From an optimization exercise on the open Yosys and OpenROAD flow, aimed at small area; shortcuts taken in it are not production practice.
At most, simulation tests tie the RTL to the original design; equivalence was not proved.
Power figures rest on the tool's default switching activity, not on a simulated workload.

==> flow/design.v (excerpt) <==
module top (
    input clk,
    input rst,
    output [5:0] led,
    output uartTx,
    input uartRx,
    input btn
);
Settings: LEC_CHECK=0, ABC_AREA=1, CAP_MARGIN=0, CORE_MARGIN=2, CORE_UTILIZATION=40, SLEW_MARGIN=0; clock period 10.0 ns.
standard.sh (not shown) runs the stock make flow with config.mk's settings and CLKGATE_MAP_FILE= SYNTH_SCRIPT=/design/flow/synth_recipe.tcl, a recipe that flattens the netlist after the stock synthesis.
==> flow/flow/run.sh <==
#!/bin/bash
# Standard ORFS layout, with the combinational logic of the standard synthesis re-mapped by
# area-oriented ABC scripts (flow/s*.abc; the smallest result is kept) before floorplanning.
# Registers are left untouched. flow/make_args holds extra make variables for the layout steps,
# one per line.
set -euo pipefail
W=$(pwd)
R=$W/orfs/results/$FLOW_PLATFORM/top/base
LIB=$FLOW_HOME/platforms/$FLOW_PLATFORM/lib/sky130_fd_sc_hd__tt_025C_1v80.lib

bash standard.sh synth > $W/standard_synth.log 2>&1
cp $R/1_2_yosys.v $W/1_2_yosys.std.v
remap() {
  n=$(basename $1 .abc)
  REMAP_LIB=$LIB REMAP_NET=$W/1_2_yosys.std.v REMAP_ABC=$1 \
    REMAP_STAT=$W/remap_stat_$n.txt REMAP_OUT=$W/1_2_yosys.remap_$n.v \
    yosys -c $W/flow/remap.tcl > $W/remap_$n.log 2>&1 || true
}
export -f remap; export W LIB
ls $W/flow/s*.abc | xargs -P ${NUM_CORES:-4} -I{} bash -c 'remap {}'
best=""; best_area=""
for s in $W/flow/s*.abc; do
  n=$(basename $s .abc)
  [[ -f $W/remap_stat_$n.txt ]] || continue
  a=$(awk '/Chip area for module/ {print $NF}' $W/remap_stat_$n.txt | head -1)
  echo "$n $a" >> $W/remap_areas.txt
  if [[ -z "$best" ]] || awk "BEGIN{exit !($a < $best_area)}"; then best=$n; best_area=$a; fi
done
echo "chosen $best $best_area" >> $W/remap_areas.txt
cp $W/1_2_yosys.remap_$best.v $R/1_2_yosys.v
rm -f $R/1_synth.odb $R/1_synth.sdc
ARGS=()
if [[ -f $W/flow/make_args ]]; then
  while IFS= read -r line; do [[ -n "$line" ]] && ARGS+=("$line"); done < $W/flow/make_args
fi
bash standard.sh "${ARGS[@]}" finish > $W/standard_finish.log 2>&1
Other scripts of this flow, unchanged in this note and not shown: flow/flow/make_args, flow/flow/remap.tcl, flow/flow/s1.abc, flow/flow/s2.abc, flow/flow/s3.abc, flow/flow/s4.abc, flow/flow/s5.abc, flow/flow/s6.abc, flow/flow/s7.abc, flow/flow/s8.abc, flow/flow/s9.abc
Rerun with:
--- a/flow/design.v
+++ b/flow/design.v
@@ -23,26 +23,28 @@
 reg r_err;
 reg r_mc;    
 reg r_a;     
 reg r_o;     
 wire r_wait = (r_st[3:2] == 2'b00) || (r_st == R_W8);
 wire r_hit = ((r_cnt ^ R_T) & R_M) == 12'd0;
 wire new_rx = (r_st == R_W4G);
 localparam T_INIT  = 3'd0;
 localparam T_LOADQ = 3'd1;
 localparam T_SENDQ = 3'd2;
 localparam T_RECV  = 3'd3;
+localparam T_CMP   = 3'd4;
 localparam T_LOADA = 3'd5;
 localparam T_SENDA = 3'd6;
 reg [2:0] t_st;
 reg pc;            
+reg old_btn;
 reg [3:0] rc;
 wire [1:0] j = (t_st == T_RECV) ? rc[1:0] : 2'd0;
 reg pbit;
 always @* begin
     case ({j, r_st[2:0]})
         5'b00_000: pbit = 1'b1; 5'b00_001: pbit = 1'b0; 5'b00_010: pbit = 1'b0; 5'b00_011: pbit = 1'b0;
         5'b00_100: pbit = 1'b1; 5'b00_101: pbit = 1'b1; 5'b00_110: pbit = 1'b0; 5'b00_111: pbit = 1'b0;
         5'b01_000: pbit = 1'b1; 5'b01_001: pbit = 1'b0; 5'b01_010: pbit = 1'b0; 5'b01_011: pbit = 1'b0;
         5'b01_100: pbit = 1'b0; 5'b01_101: pbit = 1'b1; 5'b01_110: pbit = 1'b1; 5'b01_111: pbit = 1'b0;
         5'b10_000: pbit = 1'b0; 5'b10_001: pbit = 1'b1; 5'b10_010: pbit = 1'b0; 5'b10_011: pbit = 1'b0;
         5'b10_100: pbit = 1'b1; 5'b10_101: pbit = 1'b1; 5'b10_110: pbit = 1'b0; 5'b10_111: pbit = 1'b0;
@@ -208,56 +210,54 @@
     if (!u_active || u_hit)
         u_cnt <= U_S0;
     else
         u_cnt <= {~u_cnt[10:0], u_cnt[11] ^ u_cnt[0]};
 end
 assign uartTx = out;
 assign led[1:0] = (u_st == U_WAIT0 || u_st == U_INIT0) ? 2'b00 :
                   (u_st == U_WAIT3 || u_st == U_INIT3) ? 2'b11 : 2'b10;
 always @(posedge clk) begin
     if (rst) begin
         t_st <= T_INIT;
-        rc <= 4'd1;
+        rc <= 4'd0;
         pc <= 1'b0;
+        old_btn <= 1'b1;
     end else begin
+        old_btn <= btn;
         case (t_st)
             T_INIT: begin
-                rc <= {3'd0, btn};
-                if (rc[0] && !btn) begin
-                    rc <= 4'd1;
-                    t_st <= T_LOADQ;
-                end
+                rc <= 4'd0;
+                if (old_btn && !btn) t_st <= T_LOADQ;
             end
             T_LOADQ, T_LOADA: begin
-                if (rc[3]) begin
+                if (rc[2:0] == 3'd7) begin
                     rc <= 4'd0;
                     t_st <= (t_st == T_LOADQ) ? T_SENDQ : T_SENDA;
                 end else
                     rc <= rc + 4'd1;
             end
             T_SENDQ, T_SENDA:
                 if (tx_idle) begin
-                    rc <= {3'd0, btn && (t_st == T_SENDA)};
+                    rc <= 4'd0;
                     t_st <= (t_st == T_SENDQ) ? T_RECV : T_INIT;
                     pc <= 1'b1;
                 end else if (u_init && req)
                     rc <= rc + 4'd1;
             T_RECV: begin
                 if (new_rx) begin
                     if (r_o) begin
                         rc <= rc + 4'd1;
                         if (!rc[2]) pc <= pc & r_mc;
-                    end else begin
-                        rc <= {3'd0, btn};
+                    end else
                         t_st <= T_INIT;
-                    end
-                end
-                if (rc[2]) begin
-                    rc <= 4'd0;
-                    t_st <= T_LOADA;
-                end
+                end
+                if (rc[2]) t_st <= T_CMP;
+            end
+            T_CMP: begin
+                rc <= 4'd0;
+                t_st <= T_LOADA;
             end
             default: t_st <= T_INIT;
         endcase
     end
 end
 endmodule
The changed run finished clean.
Sequential power is lower by roughly a tenth.
Setup slack improves by 0.17 ns.
Total power is lower by a quarter to a third.
Maximum frequency is higher by a few percent.
Non-clock buffer count is lower by 1.
Global-route usage is lower by 0.37 points.
Area after synthesis is higher slightly.
Via count is lower slightly.
Final cell count is lower slightly.
Worst hold slack improves by 0.022 ns.


top with an RTL version that a note above also has.
For scale: roughly 11 I/O pins.
export LEC_CHECK = 0
export ABC_AREA = 1
export CAP_MARGIN = 0
export CORE_MARGIN = 2
export CORE_UTILIZATION = 40
export SLEW_MARGIN = 0
create_clock -name core_clock -period 10.0 [get_ports {clk}]
==> flow/flow/run.sh <==
#!/bin/bash
# Standard ORFS layout, with the combinational logic of the standard synthesis re-mapped by
# area-oriented ABC scripts (flow/s*.abc; the smallest result is kept) before floorplanning.
# Registers are left untouched. flow/make_args holds extra make variables for the layout steps,
# one per line.
set -euo pipefail
W=$(pwd)
R=$W/orfs/results/$FLOW_PLATFORM/top/base
LIB=$FLOW_HOME/platforms/$FLOW_PLATFORM/lib/sky130_fd_sc_hd__tt_025C_1v80.lib

bash standard.sh synth > $W/standard_synth.log 2>&1
cp $R/1_2_yosys.v $W/1_2_yosys.std.v
best=""; best_area=""
for s in $W/flow/s*.abc; do
  n=$(basename $s .abc)
  REMAP_LIB=$LIB REMAP_NET=$W/1_2_yosys.std.v REMAP_ABC=$s \
    REMAP_STAT=$W/remap_stat_$n.txt REMAP_OUT=$W/1_2_yosys.remap_$n.v \
    yosys -c $W/flow/remap.tcl > $W/remap_$n.log 2>&1 || continue
  a=$(awk '/Chip area for module/ {print $NF}' $W/remap_stat_$n.txt | head -1)
  echo "$n $a" >> $W/remap_areas.txt
  if [[ -z "$best" ]] || awk "BEGIN{exit !($a < $best_area)}"; then best=$n; best_area=$a; fi
done
echo "chosen $best $best_area" >> $W/remap_areas.txt
cp $W/1_2_yosys.remap_$best.v $R/1_2_yosys.v
rm -f $R/1_synth.odb $R/1_synth.sdc
ARGS=()
if [[ -f $W/flow/make_args ]]; then
  while IFS= read -r line; do [[ -n "$line" ]] && ARGS+=("$line"); done < $W/flow/make_args
fi
bash standard.sh "${ARGS[@]}" finish > $W/standard_finish.log 2>&1
Other scripts of this flow, unchanged in this note and not shown: flow/flow/make_args, flow/flow/remap.tcl, flow/flow/s1.abc, flow/flow/s2.abc, flow/flow/s3.abc, flow/flow/s4.abc
Next try:
--- a/flow/design.v
+++ b/flow/design.v
@@ -28,13 +28,12 @@
 wire r_hit = ((r_cnt ^ R_T) & R_M) == 12'd0;
 wire new_rx = (r_st == R_W4G);
 localparam T_INIT  = 3'd0;
 localparam T_LOADQ = 3'd1;
 localparam T_SENDQ = 3'd2;
 localparam T_RECV  = 3'd3;
-localparam T_CMP   = 3'd4;
 localparam T_LOADA = 3'd5;
 localparam T_SENDA = 3'd6;
 reg [2:0] t_st;
 reg pc;            
 reg old_btn;
 reg [3:0] rc;
@@ -222,17 +221,17 @@
         pc <= 1'b0;
         old_btn <= 1'b1;
     end else begin
         old_btn <= btn;
         case (t_st)
             T_INIT: begin
-                rc <= 4'd0;
+                rc <= 4'd1;
                 if (old_btn && !btn) t_st <= T_LOADQ;
             end
             T_LOADQ, T_LOADA: begin
-                if (rc[2:0] == 3'd7) begin
+                if (rc[3]) begin
                     rc <= 4'd0;
                     t_st <= (t_st == T_LOADQ) ? T_SENDQ : T_SENDA;
                 end else
                     rc <= rc + 4'd1;
             end
             T_SENDQ, T_SENDA:
@@ -247,17 +246,16 @@
                     if (r_o) begin
                         rc <= rc + 4'd1;
                         if (!rc[2]) pc <= pc & r_mc;
                     end else
                         t_st <= T_INIT;
                 end
-                if (rc[2]) t_st <= T_CMP;
-            end
-            T_CMP: begin
-                rc <= 4'd0;
-                t_st <= T_LOADA;
+                if (rc[2]) begin
+                    rc <= 4'd0;
+                    t_st <= T_LOADA;
+                end
             end
             default: t_st <= T_INIT;
         endcase
     end
 end
 endmodule
Effect: Critical path depth increases by 2; routed wire length climbs by 6.9%; non-clock buffer count stays the same; final cell count came out higher by 1.9%; die area is higher by 2.2%; clock power barely changes.
The RTL of the second run of this note was laid out without a check of its function.

[static timing again, ports no longer ideal]
No port has a modelled driver above. Below, the same layouts with a new extraction and two added sets of constraints.
Step 1 (the two cells are an assumption about what drives the block):
set clk [get_ports {clk}]
set_driving_cell -lib_cell sky130_fd_sc_hd__clkbuf_16 $clk
set_driving_cell -lib_cell sky130_fd_sc_hd__buf_2 [delete_from_list [all_inputs] $clk]
Step 2, shift: input delay + t, output delay - t, t = (earliest + latest rising clock arrival at the registers) / 2. This alone moves slack from input paths to output paths.
Slacks: ideal ports / drivers / drivers and shift; pairs: ideal ports / drivers.
run | t, ns | slack for setup (ns) | worst setup path after step 2 | clock arrival spread, ns
the first run of note 1 | 0.322 | 6.495 / 6.467 / 6.628 | register to register | 0.020 / 0.020
the second run of note 1 | 0.311 | 6.664 / 6.637 / 6.820 | input to register | 0.017 / 0.017
the first run of note 2 | 0.311 | 6.664 / 6.637 / 6.820 | input to register | 0.017 / 0.017
the second run of note 2 | 0.314 | 6.486 / 6.456 / 6.770 | register to output | 0.013 / 0.014
After both steps setup and hold are still met in every run listed.
